What follows belongs to an exercise in optimizing a design on an open flow for small area, a short achievable clock period and few clock cycles; a production flow would make more cautious choices. The RTL was checked by simulation tests, not by an equivalence proof against the original design.

==> module contrl, before the edit <==
module contrl(input clk,
              input reset,
              input des_enable,
              input des_mode,
              output reg idle,
              output reg active,
              output reg ready_o,
              output reg one_l,
              output reg one_r,
              output reg two_l,
              output reg two_r);
	reg [3:0] cnt;
	wire last = (cnt == 4'd15);
	wire [3:0] cnt_n = active ? cnt + 4'd1 : 4'd0;
	wire one_n = (cnt_n == 4'd0) || (cnt_n == 4'd7) || (cnt_n == 4'd14);
	always @(posedge clk or negedge reset)
		if (reset == 1'b0) begin
			idle <= 1'b1;
			active <= 1'b0;
			ready_o <= 1'b0;
		end else begin
			idle <= idle & ~des_enable;
			active <= idle ? des_enable : (active & ~last);
			ready_o <= ready_o | (active & last);
		end
	always @(posedge clk) begin
		cnt <= cnt_n;
		one_l <= one_n & ~des_mode;
		one_r <= one_n & des_mode;
		two_l <= ~one_n & ~des_mode;
		two_r <= ~one_n & des_mode;
	end
endmodule
==> module des, before the edit <==
module  des(input clk,
            input des_enable,
            input reset,
            input des_mode,
            input [1:64] data_i,
            input [1:64] key_i,
            output wire [1:64] data_o,
            output reg ready_o);
	wire [1:32] L_i_var, R_i_var;
	wire [1:28] C0, D0;
	wire [1:32] f;
	wire [1:56] Key_next;
	reg [1:32] L, R;
	reg [1:48] A;
	reg [1:56] K;
	wire idle, active, one_l, one_r, two_l, two_r;
	IP IP1(.in(data_i), .L_i_var(L_i_var), .R_i_var(R_i_var));
	IP_ni IP_ni(.in({R, L}), .out(data_o));
	pc_1 pc_1(.key_i(key_i), .C0(C0), .D0(D0));
	des_f des_f1(.A(A), .f(f));
	key_get key_get(.K(K), .C0(C0), .D0(D0), .des_mode(des_mode), .idle(idle),
	                .one_l(one_l), .one_r(one_r), .two_l(two_l), .two_r(two_r),
	                .K_next(Key_next));
	wire [1:32] L_sel = idle ? R_i_var : (ready_o ? R : L);
	wire [1:32] g = f & {32{active}};
	wire [1:32] R_next = L_sel ^ g;
	wire [1:48] A_pre = expand(L_sel) ^ pc2(Key_next);
	always @(posedge clk) begin
		R <= R_next;
		A <= A_pre ^ expand(g);
		L <= idle ? L_i_var : (ready_o ? L : R);
		K <= Key_next;
	end
	contrl contrl1(.clk(clk), .reset(reset), .des_enable(des_enable), .des_mode(des_mode),
	               .idle(idle), .active(active), .ready_o(ready_o),
	               .one_l(one_l), .one_r(one_r), .two_l(two_l), .two_r(two_r));
	function [1:48] expand(input [1:32] x);
		expand = {x[32],x[1],x[2],x[3],x[4],x[5],
		          x[4],x[5],x[6],x[7],x[8],x[9],
		          x[8],x[9],x[10],x[11],x[12],x[13],
		          x[12],x[13],x[14],x[15],x[16],x[17],
		          x[16],x[17],x[18],x[19],x[20],x[21],
		          x[20],x[21],x[22],x[23],x[24],x[25],
		          x[24],x[25],x[26],x[27],x[28],x[29],
		          x[28],x[29],x[30],x[31],x[32],x[1]};
	endfunction
	function [1:48] pc2(input [1:56] k);
		pc2 = {k[14],k[17],k[11],k[24],k[1],k[5],
		       k[3],k[28],k[15],k[6],k[21],k[10],
		       k[23],k[19],k[12],k[4],k[26],k[8],
		       k[16],k[7],k[27],k[20],k[13],k[2],
		       k[41],k[52],k[31],k[37],k[47],k[55],
		       k[30],k[40],k[51],k[45],k[33],k[48],
		       k[44],k[49],k[39],k[56],k[34],k[53],
		       k[46],k[42],k[50],k[36],k[29],k[32]};
	endfunction
endmodule
clock: 5.0 ns
lec_check: 0
cap_margin: 20
core_margin: 2
core_utilization: 40
place_density: 0.6
setup_slack_margin: 3.0
slew_margin: 20
tns_end_percent: 0
run.sh (not shown) runs the stock make flow with config.mk's settings and CLKGATE_MAP_FILE= SYNTH_SCRIPT=/design/flow/synth_recipe.tcl, a recipe that flattens the netlist after the stock synthesis.
Testbench counts at the start, summed over its fixed seeds: cycles 43,200.
Change:
--- a/flow/design.v
+++ b/flow/design.v
@@ -1427,6 +1427,7 @@
               input des_enable,
               input des_mode,
               output reg idle,
+              output reg first,
               output reg active,
               output reg ready_o,
               output reg one_l,
@@ -1449,6 +1450,7 @@
 		end
 	always @(posedge clk) begin
 		cnt <= cnt_n;
+		first <= idle;
 		one_l <= one_n & ~des_mode;
 		one_r <= one_n & des_mode;
 		two_l <= ~one_n & ~des_mode;
@@ -1470,7 +1472,7 @@
 	reg [1:32] L, R;
 	reg [1:48] A;
 	reg [1:56] K;
-	wire idle, active, one_l, one_r, two_l, two_r;
+	wire idle, first, active, one_l, one_r, two_l, two_r;
 	IP IP1(.in(data_i), .L_i_var(L_i_var), .R_i_var(R_i_var));
 	IP_ni IP_ni(.in({R, L}), .out(data_o));
 	pc_1 pc_1(.key_i(key_i), .C0(C0), .D0(D0));
@@ -1478,18 +1480,18 @@
 	key_get key_get(.K(K), .C0(C0), .D0(D0), .des_mode(des_mode), .idle(idle),
 	                .one_l(one_l), .one_r(one_r), .two_l(two_l), .two_r(two_r),
 	                .K_next(Key_next));
-	wire [1:32] L_sel = idle ? R_i_var : (ready_o ? R : L);
+	wire [1:32] L_sel = idle ? R_i_var : first ? L_i_var : (ready_o ? R : L);
 	wire [1:32] g = f & {32{active}};
 	wire [1:32] R_next = L_sel ^ g;
 	wire [1:48] A_pre = expand(L_sel) ^ pc2(Key_next);
 	always @(posedge clk) begin
 		R <= R_next;
 		A <= A_pre ^ expand(g);
-		L <= idle ? L_i_var : (ready_o ? L : R);
+		if (!ready_o) L <= R;
 		K <= Key_next;
 	end
 	contrl contrl1(.clk(clk), .reset(reset), .des_enable(des_enable), .des_mode(des_mode),
-	               .idle(idle), .active(active), .ready_o(ready_o),
+	               .idle(idle), .first(first), .active(active), .ready_o(ready_o),
 	               .one_l(one_l), .one_r(one_r), .two_l(two_l), .two_r(two_r));
 	function [1:48] expand(input [1:32] x);
 		expand = {x[32],x[1],x[2],x[3],x[4],x[5],
The changed run finished with timing, DRC and antenna clean.
Register-to-register slack gets better by 0.03 ns.
Via count is higher by about 3%.
Final area came out higher by 0.47%.
Area after synthesis drops by about 2%.
Setup slack gets better by 0.027 ns.
Critical path depth stays the same.
Testbench counts after the change, summed over its fixed seeds: cycles 43,200.

## port drivers added, routing unchanged
The flow's constraints put no driver on any port. The routed layouts listed below were extracted and timed again, unchanged, in two steps. Step 1, drivers: a clkbuf_16 drives clk and a buf_2 each remaining input, both assumed. Step 2 also shifts input and output timing later by t, the mid clock arrival at the registers, as if the neighbouring blocks saw the same clock. Three values: no drivers, after step 1, after step 2; two values: the first two.
| run | t, ns | slack for setup (ns) | slew at the worst register clock pin (ns) |
|---|---|---|---|
| the first run | 0.487 | 2.751 / 2.751 / 2.324 | 0.08 / 0.08 |
| the second run | 0.483 | 2.778 / 2.778 / 2.373 | 0.08 / 0.08 |
After both steps setup and hold are still met in every run listed. For the first run, which loses most, drivers alone change the setup slack by 0.000 ns; drivers and shift together by -0.427 ns.
